Background: an optimization exercise with open tools, aiming at small area. Do not read the settings as production practice. In this exercise RTL edits were held to simulation tests only and were not proved equivalent to the original. In this run the design's own scripts or RTL, not TritonCTS, make the clock network. The clock input has no modelled driver; a real chip could not lean on it and would need a root buffer or a full tree. No activity file was given, so power comes from the tool's default toggle rates.

**flow/config.mk**
```make
export PLATFORM = sky130hd
export DESIGN_NAME = top
export DESIGN_NICKNAME = top
export VERILOG_FILES = /design/flow/design.v
export SDC_FILE = /design/flow/constraint.sdc
export NUM_CORES = 4
export LEC_CHECK = 0
export CAP_MARGIN = 20
export CORE_AREA = 2.3 2.72 60.7 60.3
export DIE_AREA = 0 0 63 63
export SLEW_MARGIN = 20
export SYNTH_HIERARCHICAL = 1
export SYNTH_MINIMUM_KEEP_SIZE = 0
```
**flow/constraint.sdc**
```tcl
create_clock -name core_clock -period 6.0 [get_ports {clk}]
set_input_delay 1.2000 -clock core_clock [delete_from_list [all_inputs] [get_ports {clk}]]
set_output_delay 1.2000 -clock core_clock [all_outputs]
set_load 0.01 [all_outputs]
```
**flow/design.v**
```verilog
module top(clk, reset, sensor_N, sensor_E, sensor_S, sensor_W, ped_N, ped_E, ped_S, ped_W, emergency_N, emergency_E, emergency_S, emergency_W, green_N, yellow_N, red_N, green_E, yellow_E, red_E, green_S
, yellow_S, red_S, green_W, yellow_W, red_W);
  input clk;
  wire clk;
  input reset;
  wire reset;
  input [1:0] sensor_N;
  wire [1:0] sensor_N;
  input [1:0] sensor_E;
  wire [1:0] sensor_E;
  input [1:0] sensor_S;
  wire [1:0] sensor_S;
  input [1:0] sensor_W;
  wire [1:0] sensor_W;
  input ped_N;
  wire ped_N;
  input ped_E;
  wire ped_E;
  input ped_S;
  wire ped_S;
  input ped_W;
  wire ped_W;
  input emergency_N;
  wire emergency_N;
  input emergency_E;
  wire emergency_E;
  input emergency_S;
  wire emergency_S;
  input emergency_W;
  wire emergency_W;
  output green_N;
  reg green_N;
  output yellow_N;
  reg yellow_N;
  output red_N;
  wire red_N;
  output green_E;
  reg green_E;
  output yellow_E;
  reg yellow_E;
  output red_E;
  wire red_E;
  output green_S;
  reg green_S;
  output yellow_S;
  reg yellow_S;
  output red_S;
  wire red_S;
  output green_W;
  reg green_W;
  output yellow_W;
  reg yellow_W;
  output red_W;
  wire red_W;
  reg [7:0] laneE_c ;
  reg [8:0] laneN_c ;
  reg [7:0] laneS_c ;
  reg [7:0] laneW_c ;
  wire n0;
  wire n1;
  wire n10;
  wire n100;
  wire n101;
  wire n102;
  wire n103;
  wire n104;
  wire n105;
  wire n106;
  wire n107;
  wire n108;
  wire n109;
  wire n11;
  wire n110;
  wire n111;
  wire n112;
  wire n113;
  wire n114;
  wire n115;
  wire n116;
  wire n117;
  wire n118;
  wire n119;
  wire n12;
  wire n120;
  wire n121;
  wire n122;
  wire n123;
  wire n124;
  wire n125;
  wire n126;
  wire n127;
  wire n128;
  wire n129;
  wire n13;
  wire n130;
  wire n131;
  wire n132;
  wire n133;
  wire n134;
  wire n135;
  wire n136;
  wire n137;
  wire n138;
  wire n139;
  wire n14;
  wire n15;
  wire n16;
  wire n17;
  wire n18;
  wire n19;
  wire n2;
  wire n20;
  wire n21;
  wire n22;
  wire n23;
  wire n24;
  wire n25;
  wire n26;
  wire n27;
  wire n28;
  wire n29;
  wire n3;
  wire n30;
  wire n31;
  wire n32;
  wire n33;
  wire n34;
  wire n35;
  wire n36;
  wire n37;
  wire n38;
  wire n39;
  wire n4;
  wire n40;
  wire n41;
  wire n42;
  wire n43;
  wire n44;
  wire n45;
  wire n46;
  wire n47;
  wire n48;
  wire n49;
  wire n5;
  wire n50;
  wire n51;
  wire n52;
  wire n53;
  wire n54;
  wire n55;
  wire n56;
  wire n57;
  wire n58;
  wire n59;
  wire n6;
  wire n60;
  wire n61;
  wire n62;
  wire n63;
  wire n64;
  wire n65;
  wire n66;
  wire n67;
  wire n68;
  wire n69;
  wire n7;
  wire n70;
  wire n71;
  wire n72;
  wire n73;
  wire n74;
  wire n75;
  wire n76;
  wire n77;
  wire n78;
  wire n79;
  wire n8;
  wire n80;
  wire n81;
  wire n82;
  wire n83;
  wire n84;
  wire n85;
  wire n86;
  wire n87;
  wire n88;
  wire n89;
  wire n9;
  wire n90;
  wire n91;
  wire n92;
  wire n93;
  wire n94;
  wire n95;
  wire n96;
  wire n97;
  wire n98;
  wire n99;
  g_inv_1 u_000_ (
    .A(green_S),
    .Y(n24)
  );
  g_inv_1 u_001_ (
    .A(green_W),
    .Y(n18)
  );
  g_inv_1 u_002_ (
    .A(green_E),
    .Y(n15)
  );
  g_or2_0 u_003_ (
    .A(yellow_E),
    .B(green_E),
    .X(n13)
  );
  g_inv_1 u_004_ (
    .A(n13),
    .Y(red_E)
  );
  g_a21oi_1 u_005_ (
    .A1(sensor_E[0]),
    .A2(ped_E),
    .B1(sensor_E[1]),
    .Y(n10)
  );
  g_nor2_1 u_006_ (
    .A(n13),
    .B(n10),
    .Y(n8)
  );
  g_a21o_1 u_007_ (
    .A1(laneE_c [4]),
    .A2(n13),
    .B1(n8),
    .X(n48)
  );
  g_nor2_1 u_008_ (
    .A(laneE_c [3]),
    .B(red_E),
    .Y(n5)
  );
  g_nand2_1 u_009_ (
    .A(sensor_E[1]),
    .B(ped_E),
    .Y(n2)
  );
  g_o21ai_0 u_010_ (
    .A1(sensor_E[0]),
    .A2(ped_E),
    .B1(sensor_E[1]),
    .Y(n137)
  );
  g_a21oi_1 u_011_ (
    .A1(sensor_E[0]),
    .A2(ped_E),
    .B1(n137),
    .Y(n136)
  );
  g_nor2_1 u_012_ (
    .A(sensor_E[1]),
    .B(ped_E),
    .Y(n135)
  );
  g_o31ai_1 u_013_ (
    .A1(sensor_E[1]),
    .A2(sensor_E[0]),
    .A3(ped_E),
    .B1(red_E),
    .Y(n134)
  );
  g_nor2_1 u_014_ (
    .A(n136),
    .B(n134),
    .Y(n133)
  );
  g_nor2_1 u_015_ (
    .A(n5),
    .B(n133),
    .Y(n47)
  );
  g_a21o_1 u_016_ (
    .A1(laneE_c [2]),
    .A2(n13),
    .B1(n133),
    .X(n46)
  );
  g_or2_0 u_017_ (
    .A(yellow_S),
    .B(green_S),
    .X(n132)
  );
  g_inv_1 u_018_ (
    .A(n132),
    .Y(red_S)
  );
  g_nor2_1 u_019_ (
    .A(laneE_c [5]),
    .B(red_E),
    .Y(n131)
  );
  g_nor2_1 u_020_ (
    .A(n8),
    .B(n131),
    .Y(n49)
  );
  g_nand2_1 u_021_ (
    .A(laneS_c [0]),
    .B(n132),
    .Y(n130)
  );
  g_nand2_1 u_022_ (
    .A(ped_S),
    .B(sensor_S[1]),
    .Y(n129)
  );
  g_xor2_1 u_023_ (
    .A(ped_S),
    .B(sensor_S[1]),
    .X(n128)
  );
  g_inv_1 u_024_ (
    .A(n128),
    .Y(n127)
  );
  g_nand3b_1 u_025_ (
    .A_N(ped_S),
    .B(sensor_S[0]),
    .C(sensor_S[1]),
    .Y(n126)
  );
  g_o21ai_0 u_026_ (
    .A1(sensor_S[0]),
    .A2(n128),
    .B1(n126),
    .Y(n125)
  );
  g_nand2_1 u_027_ (
    .A(red_S),
    .B(n125),
    .Y(n124)
  );
  g_o21ai_0 u_028_ (
    .A1(sensor_S[1]),
    .A2(n124),
    .B1(n130),
    .Y(n44)
  );
  g_o21a_1 u_029_ (
    .A1(laneE_c [0]),
    .A2(red_E),
    .B1(n134),
    .X(n43)
  );
  g_o21a_1 u_030_ (
    .A1(laneS_c [2]),
    .A2(red_S),
    .B1(n124),
    .X(n42)
  );
  g_a21oi_1 u_031_ (
    .A1(ped_S),
    .A2(sensor_S[0]),
    .B1(sensor_S[1]),
    .Y(n123)
  );
  g_nor2_1 u_032_ (
    .A(n132),
    .B(n123),
    .Y(n122)
  );
  g_a21o_1 u_033_ (
    .A1(laneS_c [4]),
    .A2(n132),
    .B1(n122),
    .X(n41)
  );
  g_nor2_1 u_034_ (
    .A(yellow_N),
    .B(green_N),
    .Y(red_N)
  );
  g_o21ai_0 u_035_ (
    .A1(yellow_N),
    .A2(green_N),
    .B1(laneN_c [5]),
    .Y(n121)
  );
  g_nor3_1 u_036_ (
    .A(yellow_N),
    .B(green_N),
    .C(sensor_N[1]),
    .Y(n120)
  );
  g_nand2_1 u_037_ (
    .A(sensor_N[1]),
    .B(ped_N),
    .Y(n119)
  );
  g_nor2_1 u_038_ (
    .A(ped_N),
    .B(sensor_N[0]),
    .Y(n118)
  );
  g_nand2_1 u_039_ (
    .A(ped_N),
    .B(sensor_N[0]),
    .Y(n117)
  );
  g_nor2b_1 u_040_ (
    .A(n118),
    .B_N(n117),
    .Y(n116)
  );
  g_nor3_1 u_041_ (
    .A(yellow_N),
    .B(green_N),
    .C(n116),
    .Y(n115)
  );
  g_nand2_1 u_042_ (
    .A(n119),
    .B(n115),
    .Y(n114)
  );
  g_a21oi_1 u_043_ (
    .A1(n119),
    .A2(n115),
    .B1(n120),
    .Y(n113)
  );
  g_nand2_1 u_044_ (
    .A(n121),
    .B(n113),
    .Y(n39)
  );
  g_nand2_1 u_045_ (
    .A(n120),
    .B(n117),
    .Y(n112)
  );
  g_o21a_1 u_046_ (
    .A1(laneN_c [4]),
    .A2(red_N),
    .B1(n112),
    .X(n38)
  );
  g_o21ai_0 u_047_ (
    .A1(laneN_c [3]),
    .A2(red_N),
    .B1(n113),
    .Y(n111)
  );
  g_nand2_1 u_048_ (
    .A(n112),
    .B(n111),
    .Y(n37)
  );
  g_nor2_1 u_049_ (
    .A(laneN_c [2]),
    .B(red_N),
    .Y(n110)
  );
  g_a21oi_1 u_050_ (
    .A1(n120),
    .A2(n118),
    .B1(n110),
    .Y(n27)
  );
  g_nor2_1 u_051_ (
    .A(laneN_c [0]),
    .B(red_N),
    .Y(n109)
  );
  g_a21oi_1 u_052_ (
    .A1(n120),
    .A2(n116),
    .B1(n109),
    .Y(n26)
  );
  g_xnor2_1 u_053_ (
    .A(laneN_c [3]),
    .B(laneN_c [8]),
    .Y(n108)
  );
  g_o21ai_0 u_054_ (
    .A1(red_N),
    .A2(n108),
    .B1(n114),
    .Y(n25)
  );
  g_or2_0 u_055_ (
    .A(yellow_W),
    .B(green_W),
    .X(n107)
  );
  g_inv_1 u_056_ (
    .A(n107),
    .Y(red_W)
  );
  g_a21oi_1 u_057_ (
    .A1(sensor_W[0]),
    .A2(ped_W),
    .B1(sensor_W[1]),
    .Y(n106)
  );
  g_nor2_1 u_058_ (
    .A(n107),
    .B(n106),
    .Y(n105)
  );
  g_nor2_1 u_059_ (
    .A(laneW_c [5]),
    .B(red_W),
    .Y(n104)
  );
  g_nor2_1 u_060_ (
    .A(n105),
    .B(n104),
    .Y(n23)
  );
  g_nand2_1 u_061_ (
    .A(laneS_c [3]),
    .B(n132),
    .Y(n103)
  );
  g_nand2_1 u_062_ (
    .A(n124),
    .B(n103),
    .Y(n22)
  );
  g_nand2_1 u_063_ (
    .A(sensor_W[1]),
    .B(ped_W),
    .Y(n102)
  );
  g_o21ai_0 u_064_ (
    .A1(sensor_W[0]),
    .A2(ped_W),
    .B1(sensor_W[1]),
    .Y(n101)
  );
  g_a21oi_1 u_065_ (
    .A1(sensor_W[0]),
    .A2(ped_W),
    .B1(n101),
    .Y(n100)
  );
  g_o31ai_1 u_066_ (
    .A1(sensor_W[1]),
    .A2(sensor_W[0]),
    .A3(ped_W),
    .B1(red_W),
    .Y(n99)
  );
  g_nor2_1 u_067_ (
    .A(n100),
    .B(n99),
    .Y(n98)
  );
  g_nor2_1 u_068_ (
    .A(laneW_c [3]),
    .B(red_W),
    .Y(n97)
  );
  g_nor2_1 u_069_ (
    .A(n98),
    .B(n97),
    .Y(n21)
  );
  g_a21o_1 u_070_ (
    .A1(laneW_c [4]),
    .A2(n107),
    .B1(n105),
    .X(n20)
  );
  g_a21o_1 u_071_ (
    .A1(laneW_c [2]),
    .A2(n107),
    .B1(n98),
    .X(n19)
  );
  g_or3_1 u_072_ (
    .A(laneW_c [4]),
    .B(laneW_c [1]),
    .C(laneW_c [6]),
    .X(n96)
  );
  g_nor3_1 u_073_ (
    .A(laneW_c [0]),
    .B(laneW_c [7]),
    .C(n96),
    .Y(n95)
  );
  g_nor4_1 u_074_ (
    .A(emergency_N),
    .B(emergency_E),
    .C(emergency_W),
    .D(emergency_S),
    .Y(n94)
  );
  g_nor2_1 u_075_ (
    .A(emergency_E),
    .B(n94),
    .Y(n93)
  );
  g_nor2_1 u_076_ (
    .A(emergency_N),
    .B(n94),
    .Y(n92)
  );
  g_nor2_1 u_077_ (
    .A(emergency_S),
    .B(n94),
    .Y(n91)
  );
  g_o21bai_1 u_078_ (
    .A1(emergency_W),
    .A2(n94),
    .B1_N(n102),
    .Y(n90)
  );
  g_o221ai_1 u_079_ (
    .A1(n119),
    .A2(n92),
    .B1(n91),
    .B2(n129),
    .C1(n90),
    .Y(n89)
  );
  g_o21bai_1 u_080_ (
    .A1(n2),
    .A2(n93),
    .B1_N(n89),
    .Y(n88)
  );
  g_nor2_1 u_081_ (
    .A(sensor_N[1]),
    .B(ped_N),
    .Y(n87)
  );
  g_nor2_1 u_082_ (
    .A(n92),
    .B(n87),
    .Y(n86)
  );
  g_xor2_1 u_083_ (
    .A(sensor_W[1]),
    .B(ped_W),
    .X(n85)
  );
  g_o21ai_0 u_084_ (
    .A1(emergency_W),
    .A2(n94),
    .B1(n85),
    .Y(n84)
  );
  g_o221ai_1 u_085_ (
    .A1(n135),
    .A2(n93),
    .B1(n91),
    .B2(n127),
    .C1(n84),
    .Y(n83)
  );
  g_nor2_1 u_086_ (
    .A(n86),
    .B(n83),
    .Y(n36)
  );
  g_nor2_1 u_087_ (
    .A(n88),
    .B(n36),
    .Y(n40)
  );
  g_a221oi_1 u_088_ (
    .A1(n2),
    .A2(n89),
    .B1(n40),
    .B2(n135),
    .C1(n93),
    .Y(n45)
  );
  g_or3_1 u_089_ (
    .A(n88),
    .B(n85),
    .C(n36),
    .X(n50)
  );
  g_o21ai_0 u_090_ (
    .A1(emergency_W),
    .A2(n94),
    .B1(sensor_W[0]),
    .Y(n51)
  );
  g_a21oi_1 u_091_ (
    .A1(n102),
    .A2(n88),
    .B1(n51),
    .Y(n52)
  );
  g_a22oi_1 u_092_ (
    .A1(sensor_E[0]),
    .A2(n45),
    .B1(n50),
    .B2(n52),
    .Y(n53)
  );
  g_a221oi_1 u_093_ (
    .A1(n129),
    .A2(n88),
    .B1(n40),
    .B2(n127),
    .C1(n91),
    .Y(n54)
  );
  g_a21boi_0 u_094_ (
    .A1(sensor_S[0]),
    .A2(n54),
    .B1_N(n53),
    .Y(n55)
  );
  g_a221oi_1 u_095_ (
    .A1(n119),
    .A2(n88),
    .B1(n87),
    .B2(n83),
    .C1(n92),
    .Y(n56)
  );
  g_o21ai_0 u_096_ (
    .A1(sensor_N[0]),
    .A2(n55),
    .B1(n56),
    .Y(n57)
  );
  g_o21ai_0 u_097_ (
    .A1(sensor_E[0]),
    .A2(n55),
    .B1(n45),
    .Y(n58)
  );
  g_nand2_1 u_098_ (
    .A(n57),
    .B(n58),
    .Y(n59)
  );
  g_o21ai_0 u_099_ (
    .A1(sensor_S[0]),
    .A2(n53),
    .B1(n54),
    .Y(n60)
  );
  g_nand2_1 u_100_ (
    .A(red_W),
    .B(n60),
    .Y(n61)
  );
  g_o22ai_1 u_101_ (
    .A1(n18),
    .A2(n95),
    .B1(n59),
    .B2(n61),
    .Y(n17)
  );
  g_nand3_1 u_102_ (
    .A(laneW_c [3]),
    .B(laneW_c [2]),
    .C(laneW_c [0]),
    .Y(n62)
  );
  g_a22o_1 u_103_ (
    .A1(green_W),
    .A2(n95),
    .B1(n62),
    .B2(yellow_W),
    .X(n16)
  );
  g_a22o_1 u_104_ (
    .A1(laneW_c [6]),
    .A2(n107),
    .B1(n105),
    .B2(n101),
    .X(n14)
  );
  g_or3_1 u_105_ (
    .A(laneS_c [0]),
    .B(laneS_c [4]),
    .C(laneS_c [6]),
    .X(n63)
  );
  g_nor3_1 u_106_ (
    .A(laneS_c [1]),
    .B(laneS_c [7]),
    .C(n63),
    .Y(n64)
  );
  g_o32ai_1 u_107_ (
    .A1(n132),
    .A2(n59),
    .A3(n60),
    .B1(n64),
    .B2(n24),
    .Y(n12)
  );
  g_nand3_1 u_108_ (
    .A(laneS_c [0]),
    .B(laneS_c [2]),
    .C(laneS_c [3]),
    .Y(n65)
  );
  g_a22o_1 u_109_ (
    .A1(green_S),
    .A2(n64),
    .B1(n65),
    .B2(yellow_S),
    .X(n11)
  );
  g_nand2_1 u_110_ (
    .A(laneS_c [6]),
    .B(n132),
    .Y(n66)
  );
  g_nand2_1 u_111_ (
    .A(n129),
    .B(n122),
    .Y(n67)
  );
  g_o21ai_0 u_112_ (
    .A1(n125),
    .A2(n67),
    .B1(n66),
    .Y(n9)
  );
  g_or3_1 u_113_ (
    .A(laneE_c [4]),
    .B(laneE_c [0]),
    .C(laneE_c [6]),
    .X(n68)
  );
  g_nor3_1 u_114_ (
    .A(laneE_c [1]),
    .B(laneE_c [7]),
    .C(n68),
    .Y(n69)
  );
  g_nand2_1 u_115_ (
    .A(red_E),
    .B(n57),
    .Y(n70)
  );
  g_o22ai_1 u_116_ (
    .A1(n15),
    .A2(n69),
    .B1(n70),
    .B2(n58),
    .Y(n7)
  );
  g_nand3_1 u_117_ (
    .A(laneE_c [3]),
    .B(laneE_c [2]),
    .C(laneE_c [0]),
    .Y(n71)
  );
  g_a22o_1 u_118_ (
    .A1(green_E),
    .A2(n69),
    .B1(n71),
    .B2(yellow_E),
    .X(n6)
  );
  g_a22o_1 u_119_ (
    .A1(laneE_c [6]),
    .A2(n13),
    .B1(n8),
    .B2(n137),
    .X(n4)
  );
  g_o21a_1 u_120_ (
    .A1(laneW_c [0]),
    .A2(red_W),
    .B1(n99),
    .X(n3)
  );
  g_nor2_1 u_121_ (
    .A(yellow_N),
    .B(n57),
    .Y(n72)
  );
  g_nor4b_1 u_122_ (
    .A(laneN_c [2]),
    .B(laneN_c [0]),
    .C(laneN_c [1]),
    .D_N(laneN_c [4]),
    .Y(n73)
  );
  g_nor4bb_1 u_123_ (
    .A(laneN_c [5]),
    .B(laneN_c [8]),
    .C_N(laneN_c [3]),
    .D_N(green_N),
    .Y(n74)
  );
  g_nand2_1 u_124_ (
    .A(n73),
    .B(n74),
    .Y(n75)
  );
  g_o21a_1 u_125_ (
    .A1(green_N),
    .A2(n72),
    .B1(n75),
    .X(n1)
  );
  g_nand3_1 u_126_ (
    .A(laneN_c [3]),
    .B(laneN_c [1]),
    .C(laneN_c [6]),
    .Y(n76)
  );
  g_nand2_1 u_127_ (
    .A(yellow_N),
    .B(n76),
    .Y(n77)
  );
  g_nand2_1 u_128_ (
    .A(n75),
    .B(n77),
    .Y(n0)
  );
  g_o21ai_0 u_129_ (
    .A1(yellow_N),
    .A2(green_N),
    .B1(laneN_c [7]),
    .Y(n78)
  );
  g_nand2b_1 u_130_ (
    .A_N(n115),
    .B(n78),
    .Y(n139)
  );
  g_nor2_1 u_131_ (
    .A(laneS_c [5]),
    .B(red_S),
    .Y(n79)
  );
  g_nor2_1 u_132_ (
    .A(n122),
    .B(n79),
    .Y(n138)
  );
  g_a21oi_1 u_133_ (
    .A1(laneE_c [2]),
    .A2(laneE_c [7]),
    .B1(red_E),
    .Y(n80)
  );
  g_o21ai_0 u_134_ (
    .A1(laneE_c [2]),
    .A2(laneE_c [7]),
    .B1(n80),
    .Y(n35)
  );
  g_nor2b_1 u_135_ (
    .A(red_N),
    .B_N(laneN_c [6]),
    .Y(n34)
  );
  g_a21oi_1 u_136_ (
    .A1(laneS_c [2]),
    .A2(laneS_c [7]),
    .B1(red_S),
    .Y(n81)
  );
  g_o21ai_0 u_137_ (
    .A1(laneS_c [2]),
    .A2(laneS_c [7]),
    .B1(n81),
    .Y(n33)
  );
  g_nand2b_1 u_138_ (
    .A_N(laneE_c [1]),
    .B(n13),
    .Y(n32)
  );
  g_a21oi_1 u_139_ (
    .A1(laneW_c [2]),
    .A2(laneW_c [7]),
    .B1(red_W),
    .Y(n82)
  );
  g_o21ai_0 u_140_ (
    .A1(laneW_c [2]),
    .A2(laneW_c [7]),
    .B1(n82),
    .Y(n31)
  );
  g_or2_0 u_141_ (
    .A(laneN_c [1]),
    .B(red_N),
    .X(n30)
  );
  g_nand2b_1 u_142_ (
    .A_N(laneS_c [1]),
    .B(n132),
    .Y(n29)
  );
  g_nand2b_1 u_143_ (
    .A_N(laneW_c [1]),
    .B(n107),
    .Y(n28)
  );
  always @(posedge clk)
    laneW_c [1] <= n3;
  always @(posedge clk)
    laneW_c [3] <= n19;
  always @(posedge clk)
    laneW_c [4] <= n21;
  always @(posedge clk)
    laneW_c [5] <= n20;
  always @(posedge clk)
    laneW_c [6] <= n23;
  always @(posedge clk)
    laneW_c [7] <= n14;
  always @(posedge clk)
    laneW_c [0] <= n31;
  always @(posedge clk)
    laneW_c [2] <= n28;
  always @(posedge clk)
    laneS_c [1] <= n44;
  always @(posedge clk)
    laneS_c [3] <= n42;
  always @(posedge clk)
    laneS_c [4] <= n22;
  always @(posedge clk)
    laneS_c [5] <= n41;
  always @(posedge clk)
    laneS_c [6] <= n138;
  always @(posedge clk)
    laneS_c [7] <= n9;
  always @(posedge clk)
    laneS_c [0] <= n33;
  always @(posedge clk)
    laneS_c [2] <= n29;
  always @(posedge clk)
    laneE_c [1] <= n43;
  always @(posedge clk)
    laneE_c [3] <= n46;
  always @(posedge clk)
    laneE_c [4] <= n47;
  always @(posedge clk)
    laneE_c [5] <= n48;
  always @(posedge clk)
    laneE_c [6] <= n49;
  always @(posedge clk)
    laneE_c [7] <= n4;
  always @(posedge clk)
    laneE_c [0] <= n35;
  always @(posedge clk)
    laneE_c [2] <= n32;
  always @(posedge clk)
    laneN_c [0] <= n25;
  always @(posedge clk)
    laneN_c [1] <= n26;
  always @(posedge clk)
    laneN_c [3] <= n27;
  always @(posedge clk)
    laneN_c [4] <= n37;
  always @(posedge clk)
    laneN_c [5] <= n38;
  always @(posedge clk)
    laneN_c [6] <= n39;
  always @(posedge clk)
    laneN_c [8] <= n139;
  always @(posedge clk)
    laneN_c [2] <= n30;
  always @(posedge clk)
    laneN_c [7] <= n34;
  always @(posedge clk, posedge reset)
    if (reset) green_N <= 1'h0;
    else green_N <= n1;
  always @(posedge clk, posedge reset)
    if (reset) yellow_N <= 1'h0;
    else yellow_N <= n0;
  always @(posedge clk, posedge reset)
    if (reset) green_E <= 1'h0;
    else green_E <= n7;
  always @(posedge clk, posedge reset)
    if (reset) yellow_E <= 1'h0;
    else yellow_E <= n6;
  always @(posedge clk, posedge reset)
    if (reset) green_S <= 1'h0;
    else green_S <= n12;
  always @(posedge clk, posedge reset)
    if (reset) yellow_S <= 1'h0;
    else yellow_S <= n11;
  always @(posedge clk, posedge reset)
    if (reset) green_W <= 1'h0;
    else green_W <= n17;
  always @(posedge clk, posedge reset)
    if (reset) yellow_W <= 1'h0;
    else yellow_W <= n16;
endmodule
module g_a21boi_0 (input wire A1, input wire A2, input wire B1_N, output wire Y);
    assign Y = ( ~ (A1) & (B1_N) ) | ( ~ (A2) & (B1_N) );
endmodule
module g_a21o_1 (input wire A1, input wire A2, input wire B1, output wire X);
    assign X = ( (A1) & (A2) ) | ( (B1) );
endmodule
module g_a21oi_1 (input wire A1, input wire A2, input wire B1, output wire Y);
    assign Y = ( ~ (A1) & ~ (B1) ) | ( ~ (A2) & ~ (B1) );
endmodule
module g_a221oi_1 (input wire A1, input wire A2, input wire B1, input wire B2, input wire C1, output wire Y);
    assign Y = ( ~ (A1) & ~ (B1) & ~ (C1) ) | ( ~ (A1) & ~ (B2) & ~ (C1) ) | ( ~ (A2) & ~ (B1) & ~ (C1) ) | ( ~ (A2) & ~ (B2) & ~ (C1) );
endmodule
module g_a22o_1 (input wire A1, input wire A2, input wire B1, input wire B2, output wire X);
    assign X = ( (B1) & (B2) ) | ( (A1) & (A2) );
endmodule
module g_a22oi_1 (input wire A1, input wire A2, input wire B1, input wire B2, output wire Y);
    assign Y = ( ~ (A1) & ~ (B1) ) | ( ~ (A1) & ~ (B2) ) | ( ~ (A2) & ~ (B1) ) | ( ~ (A2) & ~ (B2) );
endmodule
module g_inv_1 (input wire A, output wire Y);
    assign Y = ( ~ (A) );
endmodule
module g_nand2_1 (input wire A, input wire B, output wire Y);
    assign Y = ( ~ (A) ) | ( ~ (B) );
endmodule
module g_nand2b_1 (input wire A_N, input wire B, output wire Y);
    assign Y = ( (A_N) ) | ( ~ (B) );
endmodule
module g_nand3_1 (input wire A, input wire B, input wire C, output wire Y);
    assign Y = ( ~ (A) ) | ( ~ (B) ) | ( ~ (C) );
endmodule
module g_nand3b_1 (input wire A_N, input wire B, input wire C, output wire Y);
    assign Y = ( (A_N) ) | ( ~ (B) ) | ( ~ (C) );
endmodule
module g_nor2_1 (input wire A, input wire B, output wire Y);
    assign Y = ( ~ (A) & ~ (B) );
endmodule
module g_nor2b_1 (input wire A, input wire B_N, output wire Y);
    assign Y = ( ~ (A) & (B_N) );
endmodule
module g_nor3_1 (input wire A, input wire B, input wire C, output wire Y);
    assign Y = ( ~ (A) & ~ (B) & ~ (C) );
endmodule
module g_nor4_1 (input wire A, input wire B, input wire C, input wire D, output wire Y);
    assign Y = ( ~ (A) & ~ (B) & ~ (C) & ~ (D) );
endmodule
module g_nor4b_1 (input wire A, input wire B, input wire C, input wire D_N, output wire Y);
    assign Y = ( ~ (A) & ~ (B) & ~ (C) & (D_N) );
endmodule
module g_nor4bb_1 (input wire A, input wire B, input wire C_N, input wire D_N, output wire Y);
    assign Y = ( ~ (A) & ~ (B) & (C_N) & (D_N) );
endmodule
module g_o21a_1 (input wire A1, input wire A2, input wire B1, output wire X);
    assign X = ( (A1) & (B1) ) | ( (A2) & (B1) );
endmodule
module g_o21ai_0 (input wire A1, input wire A2, input wire B1, output wire Y);
    assign Y = ( ~ (A1) & ~ (A2) ) | ( ~ (B1) );
endmodule
module g_o21bai_1 (input wire A1, input wire A2, input wire B1_N, output wire Y);
    assign Y = ( ~ (A1) & ~ (A2) ) | ( (B1_N) );
endmodule
module g_o221ai_1 (input wire A1, input wire A2, input wire B1, input wire B2, input wire C1, output wire Y);
    assign Y = ( ~ (B1) & ~ (B2) ) | ( ~ (A1) & ~ (A2) ) | ( ~ (C1) );
endmodule
module g_o22ai_1 (input wire A1, input wire A2, input wire B1, input wire B2, output wire Y);
    assign Y = ( ~ (B1) & ~ (B2) ) | ( ~ (A1) & ~ (A2) );
endmodule
module g_o31ai_1 (input wire A1, input wire A2, input wire A3, input wire B1, output wire Y);
    assign Y = ( ~ (A1) & ~ (A2) & ~ (A3) ) | ( ~ (B1) );
endmodule
module g_o32ai_1 (input wire A1, input wire A2, input wire A3, input wire B1, input wire B2, output wire Y);
    assign Y = ( ~ (A1) & ~ (A2) & ~ (A3) ) | ( ~ (B1) & ~ (B2) );
endmodule
module g_or2_0 (input wire A, input wire B, output wire X);
    assign X = ( (A) ) | ( (B) );
endmodule
module g_or3_1 (input wire A, input wire B, input wire C, output wire X);
    assign X = ( (A) ) | ( (B) ) | ( (C) );
endmodule
module g_xnor2_1 (input wire A, input wire B, output wire Y);
    assign Y = ( ~ (A) & ~ (B) ) | ( (A) & (B) );
endmodule
module g_xor2_1 (input wire A, input wire B, output wire X);
    assign X = ( (A) & ~ (B) ) | ( ~ (A) & (B) );
endmodule
```
**flow/flow/run.sh**
```bash
#!/bin/bash
# Standard ORFS layout, with three changes: after floorplan every
# combinational cell gets the smallest drive strength of its function
# (flow/downsize.tcl); the port buffers are the smallest buffer (buf_1); and
# after CTS the clock tree is replaced by 4 clkbuf_4 cells, each driving a
# group of nearby flip-flops (flow/cts_post.tcl).
set -euo pipefail
bash standard.sh \
  POST_FLOORPLAN_TCL="$PWD/flow/downsize.tcl" \
  BUFFER_PORTS_ARGS="-buffer_cell sky130_fd_sc_hd__buf_1" \
  CTS_ARGS="-sink_clustering_enable -repair_clock_nets -dont_use_dummy_load" \
  POST_CTS_TCL="$PWD/flow/cts_post.tcl" CLK_BUF_CELL=clkbuf_4 CLK_BUF_N=4 \
  finish > standard.log 2>&1
```
**flow/flow/cts_post.tcl**
```tcl
# After CTS: replace the clock tree by CLK_BUF_N buffers of type CLK_BUF_CELL,
# each driven by the clock port and driving one group of flip-flops (groups
# made by splitting the flip-flops in halves, alternately by x and by y), each
# buffer placed at the centre of its group.
set cell $::env(CLK_BUF_CELL)
set nbuf $::env(CLK_BUF_N)
set block [ord::get_db_block]
set db [ord::get_db]
set clk_net [$block findNet clk]
set sinks {}
set old_insts {}
set old_nets {}
set todo [list $clk_net]
while { [llength $todo] > 0 } {
  set n [lindex $todo 0]
  set todo [lrange $todo 1 end]
  foreach it [$n getITerms] {
    if { ![$it isInputSignal] } { continue }
    set inst [$it getInst]
    set m [[$inst getMaster] getName]
    if { [regexp {__(clkbuf|clkinv|bufinv|clkdlybuf|buf)_} $m] } {
      lappend old_insts $inst
      foreach ot [$inst getITerms] {
        if { [$ot isOutputSignal] && [$ot getNet] ne "NULL" } {
          lappend old_nets [$ot getNet]
          lappend todo [$ot getNet]
        }
      }
    } else {
      if { ![string match "sky130_fd_sc_hd__df*" $m] } {
        error "cts_post: unexpected clock sink [$inst getName] ($m)"
      }
      lappend sinks $it
    }
  }
}
puts "cts_post: [llength $sinks] clock sinks, [llength $old_insts] tree cells removed"
proc centre { it } {
  set bb [[$it getInst] getBBox]
  return [list [expr {([$bb xMin] + [$bb xMax]) / 2}] [expr {([$bb yMin] + [$bb yMax]) / 2}]]
}
proc split_groups { items n axis } {
  if { $n <= 1 } { return [list $items] }
  set keyed {}
  foreach it $items { lappend keyed [list [lindex [centre $it] $axis] $it] }
  set sorted {}
  foreach k [lsort -integer -index 0 $keyed] { lappend sorted [lindex $k 1] }
  set h [expr {[llength $sorted] / 2}]
  set na [expr {$n / 2}]
  return [concat [split_groups [lrange $sorted 0 [expr {$h - 1}]] $na [expr {1 - $axis}]] \
                 [split_groups [lrange $sorted $h end] [expr {$n - $na}] [expr {1 - $axis}]]]
}
set die [$block getDieArea]
set axis [expr {([$die dx] >= [$die dy]) ? 0 : 1}]
set groups [split_groups $sinks $nbuf $axis]
foreach it $sinks { $it disconnect }
foreach inst $old_insts { odb::dbInst_destroy $inst }
foreach n $old_nets { odb::dbNet_destroy $n }
set master [$db findMaster sky130_fd_sc_hd__$cell]
set i 0
foreach g $groups {
  set sx 0; set sy 0
  foreach it $g { lassign [centre $it] x y; set sx [expr {$sx + $x}]; set sy [expr {$sy + $y}] }
  set buf [odb::dbInst_create $block $master clkbuf_leaf_$i]
  set leaf [odb::dbNet_create $block clknet_leaf_$i]
  $leaf setSigType CLOCK
  [$buf findITerm A] connect $clk_net
  [$buf findITerm X] connect $leaf
  foreach it $g { $it connect $leaf }
  $buf setLocation [expr {$sx / [llength $g]}] [expr {$sy / [llength $g]}]
  $buf setPlacementStatus PLACED
  puts "cts_post: clkbuf_leaf_$i drives [llength $g] flip-flops"
  incr i
}
detailed_placement
check_placement -verbose
estimate_parasitics -placement
report_checks -path_delay min_max -format end
report_check_types -max_slew -max_capacitance
```
**flow/flow/downsize.tcl**
```tcl
# After floorplan: give every combinational cell the smallest drive strength
# of its function (synthesis sizes some gates up; timing has ample slack, and
# placement's repair_design fixes any slew or capacitance limit afterwards).
set db [ord::get_db]
set block [ord::get_db_block]
set swapped 0
foreach inst [$block getInsts] {
  set m [$inst getMaster]
  set name [$m getName]
  if { ![regexp {^sky130_fd_sc_hd__([a-z0-9]+)_([0-9]+)$} $name -> fn drive] } { continue }
  if { [regexp {^(df|sdf|edf|dl|sdl|buf|clk|tap|fill|decap|diode|conb|probe|lpflow|bufinv|bufbuf|dly|einv|ebuf)} $fn] } { continue }
  set best $m
  foreach d {0 1 2} {
    set cand [$db findMaster sky130_fd_sc_hd__${fn}_$d]
    if { $cand eq "NULL" } { continue }
    if { [expr {[$cand getWidth] * [$cand getHeight]}] < [expr {[$best getWidth] * [$best getHeight]}] } {
      set best $cand
    }
  }
  if { $best ne $m } {
    $inst swapMaster $best
    incr swapped
  }
}
puts "downsize: $swapped cells swapped to a smaller drive strength"
```
**flow/standard.sh**
```bash
#!/bin/bash
# synth_recipe.tcl (not shown) runs the flow's synth.tcl, then flattens the netlist and writes it again
# the make line also repeats each setting of config.mk as NAME=value (left out here)
make -C /OpenROAD-flow-scripts/flow DESIGN_CONFIG=/design/flow/config.mk WORK_HOME=/design/flow/orfs CLKGATE_MAP_FILE= SYNTH_SCRIPT=/design/flow/synth_recipe.tcl "${@:-finish}"
```
==> flow_summary.yaml <==
power:
  power.internal_mw: 0.597
  comb_power_share_pct: 34.7
  power.switching_fraction_pct: 35.7
  cellPowerDensity_mw_per_mm2: 505
  p_leak_nw: 0.782
  flop_pwr_share_pct: 54.7
  finalPower_mw: 0.928
  clock_power_share_pct: 10.6
  net-switching-power_mw: 0.331
  peakVddDrop_uv: 249
sta:
  transition_time_of_the_tightest_slew_check_pin_ps: 799
  slew_viol_final: 0
  timing.final.crit_period_ps: 4060
  clock_skew_ps: 1.06
  slew_headroom_pct: 46.2
  max_freq_mhz: 247
  final-hold-violation-count: 0
  setup_viol: 0
  rsz0062_at_grt: "no"
  setup_tns_ps: 0
  finalCritPeriodShare_pct: 67.6
placement:
  dp_hpwl_mm: 2.56
  number_of_buffers_added_on_ports: 29
  dp_cells: 261
  place_congestion: 0.865
cells_and_area:
  fin_nets: 239
  n_antenna_cell: 0
  finish.cell_count_without_fillers: 265
  fillers: 355
  multi_input_comb_area_um2: 752
  sequential_cell_area_um2: 861
  synthToLayoutAreaGrowth_pct: 2.30
  post_route_cells_drive_above_1_share_pct: 2.28
floorplanning:
  std_cell_core_area_mm2: 0.00331
  die_h_um: 63
  fp.dieW_um: 63
  initial_core_util_pct: 54.3
  floorplan.io_pins: 30
  design.die.area_mm2: 0.00397
  row_count: 21
synth:
  synth.top_cells.by_count: "sky130_fd_sc_hd__dfxtp_1 (33), sky130_fd_sc_hd__nor2_1 (28), sky130_fd_sc_hd__nand2_1 (21)"
  mappedNetlistNets: 204
  ys_ff_latch: 41
  most_area_consuming_cells_after_synthesis: "sky130_fd_sc_hd__dfxtp_1 (37%), sky130_fd_sc_hd__dfrtp_1 (11%), sky130_fd_sc_hd__nor2_1 (5.8%), sky130_fd_sc_hd__a21oi_2 (5.8%), sky130_fd_sc_hd__o21ai_1 (4.7%)"
  ys_warn_count: 7
  synth.avg_cell_area_um2: 9.67
  postSynth.asyncResetShare_pct: 19.5
  yosysTopAreaCell: "sky130_fd_sc_hd__dfxtp_1"
  synthMostInstantiatedCell: "sky130_fd_sc_hd__dfxtp_1"
  netlist_area_mm2: 0.00180
  syn_inst: 186
  synth-seq-area-share_pct: 47.9
  synth.top_cell.area_share_pct: 36.7
  synthFlopType: "sky130_fd_sc_hd__dfxtp_1"
  netlist-cell-type-count: 30
  synth_enable_flop_cells: 0
critical_path:
  critical_path_peak_fanout: 6
  worstRegToRegCells: 5
  end_kind: "flip-flop"
  worst_ep_required_time_ps: 6070
  critical_path.startpoint_type: "input port"
  critical_path_arrival_ps: 4130
  critical_setup_path_kind: "in -> reg"
route:
  dr.first_iter.drc_count: 80
  route.detailed.vias_per_inst: 5.31
  drt_first_pass_iters: 4
  drc: 0
  postRouteAntennaNets: 0
  routed-via-count: 1407
  drt-total-wl_mm: 3.23
  post_drt_wl_per_cell_um: 12.2
cts:
  clock_insertion_delay_at_the_later_pin_of_the_skew_report_ps: 160
  clkSinkCount: 41
  clkTransAtPathRegs_ps: 100
hold_path:
  worst_hold_path_type: "reg -> reg"
  worst_hold_path.num_cells: 1
run:
  timing.max_cap.violations: 0
global_route:
  global_route_wire_length_before_repair_mm: 5.71
  grt_remaining_overflow: 0
  grt_start_max_net_pins: 12
  initial_antenna_violation_count: 0
  first_global_vias: 1313
  gr-usage-all-layers_pct: 18.2
status:
  run_status: "no timing/DRC/antenna violations"
-- path summary, 6_finish.rpt --
check,startpoint,endpoint,slack (ps)
min in group asynchronous,reset,yellow_N,930
setup reg to reg,green_E,laneE_c[4],4580
hold reg to reg,laneW_c[1],laneW_c[2],440
max in group asynchronous,reset,green_E,4820
setup / recovery,emergency_E,green_S,1940
hold / removal,laneW_c[1],laneW_c[2],440
-- layer usage --
| layer | routed length (µm) | global-route usage [%] | part of all wire [%] |
|---|---|---|---|
| met1 | 1600 | 24.0 | 50 |
| met2 | 1490 | 29.3 | 46 |
| met3 | 110 | 5.41 | 3.4 |
| met4 | 21 | 4.17 | 0.65 |
| met5 | 0 | 0 | 0 |
-- cells by family after synthesis --
family	after synthesis	synth area share (%)
AOI/OAI and AO/OA	58	26.5
xor gates and xnor gates	3	1.46
buffers and inverters	8	1.67
DFF	41	47.9
and+or+nand+nor	76	22.5
-- per-module statistics from Yosys, one instance, submodules excluded, a selection --
module / cells / copies in the design
g_o221ai_1: 1 / 2
g_xor2_1: 1 / 2
g_or3_1: 1 / 4
g_nand3_1: 1 / 4
g_a21o_1: 1 / 5
g_nor4bb_1: 1 / 1
top: 42 / 1
-- critical path, cell delays in order --
cell                       delay [ps]
sky130_fd_sc_hd__buf_1             80
sky130_fd_sc_hd__nor4_1           700
sky130_fd_sc_hd__nor2_1           190
sky130_fd_sc_hd__o221ai_1         270
sky130_fd_sc_hd__o21bai_1         240
sky130_fd_sc_hd__nor2_1           100
sky130_fd_sc_hd__a221oi_1         380
sky130_fd_sc_hd__a22oi_1          170
sky130_fd_sc_hd__a21boi_0         160
sky130_fd_sc_hd__o21ai_1          250
sky130_fd_sc_hd__nand2_1          110
sky130_fd_sc_hd__o32ai_1          270
-- state kept, by name, indices dropped and copies added, names as in the netlist, 8 cells and up --
signal / cells
laneN_c: 9
laneS_c: 8
laneE_c: 8
laneW_c: 8
-- through the flow --
step	setup slack (ps)	utilization, %	cell area (µm²)	hold WS [ps]
2_1_floorplan	2450	-	1800	404
3_3_place_gp	2110	54.6	1810	417
3_5_place_dp	1880	54.6	1810	416
5_1_grt	1670	55.6	1840	470
6_report	1940	55.6	1840	436
-- area by class of cell --
class | instances | share of cell area (%)
well taps | 46 | 3.13
flip-flops and latches | 41 | 46.8
repair buffers | 29 | 5.92
multi-input cells | 137 | 40.9
inverters | 8 | 1.63
plain buffers | 4 | 1.63
-- cells in the final DEF, fill, tap and decap left out --
master                     Yosys  layout
sky130_fd_sc_hd__nor2b_1       0       2
sky130_fd_sc_hd__nand2b_1      4       4
sky130_fd_sc_hd__nor4_1        0       1
sky130_fd_sc_hd__nor3_1        0       5
sky130_fd_sc_hd__o21bai_1      2       2
sky130_fd_sc_hd__o22ai_1       2       2
sky130_fd_sc_hd__buf_1         0      29
sky130_fd_sc_hd__dfxtp_1      33      33
sky130_fd_sc_hd__o221ai_1      0       2
sky130_fd_sc_hd__inv_1         8       8
sky130_fd_sc_hd__a21boi_0      0       1
sky130_fd_sc_hd__nand2_1      21      21
sky130_fd_sc_hd__nand3b_1      1       1
sky130_fd_sc_hd__and4bb_2      1       1
sky130_fd_sc_hd__a21o_1        5       5
sky130_fd_sc_hd__o21a_1        5       5
sky130_fd_sc_hd__o21ai_1      17      17
sky130_fd_sc_hd__a221oi_1      0       3
sky130_fd_sc_hd__nand3_1       4       4
sky130_fd_sc_hd__a22oi_1       0       1
sky130_fd_sc_hd__nor4b_1       0       1
sky130_fd_sc_hd__nor2_1       28      28
sky130_fd_sc_hd__o32ai_1       0       1
sky130_fd_sc_hd__a22o_1        5       5
sky130_fd_sc_hd__o31ai_1       0       2
sky130_fd_sc_hd__or3_1         4       4
sky130_fd_sc_hd__clkbuf_4      0       4
sky130_fd_sc_hd__xor2_1        2       2
sky130_fd_sc_hd__xnor2_1       1       1
sky130_fd_sc_hd__or2_1         4       4
sky130_fd_sc_hd__dfrtp_1       8       8
sky130_fd_sc_hd__a21oi_1       0      12
-- power groups by stage --
stage	Clock [mW]	Sequential [mW]	Combinational, mW
6_report	0.0980	0.508	0.322
5_1_grt	0.114	0.531	0.368
3_5_place_dp	0	0.515	0.324
3_3_place_gp	0	0.510	0.318
2_1_floorplan	0	0.511	0.267

## afterwards: timing with drivers on the ports
The results above use ideal ports. As a check the final layout listed here was re-extracted and re-timed, cells and wires unchanged.
Step 1 assumes that a clkbuf_16 drives the clock port and a buf_2 every other input.
Step 2 adds t to the input delays and takes it off the output delays; t is the mean of the earliest and latest rising clock arrival at the registers after step 1. Input paths then give back, and output paths get back, about the clock's delay inside the block.
Slacks: no drivers / after step 1 / after step 2; pairs: no drivers / after step 1.
t, ns: 0.203
setup slack, ns: 1.943 / 1.963 / 1.760
slew at the worst register clock pin (ns): 0.11 / 0.11
worst slew at a driven data input, ns: 0.03
After both steps setup and hold are still met in this run. The setup slack of this run moves by +0.020 ns with the drivers and by -0.183 ns with both steps.
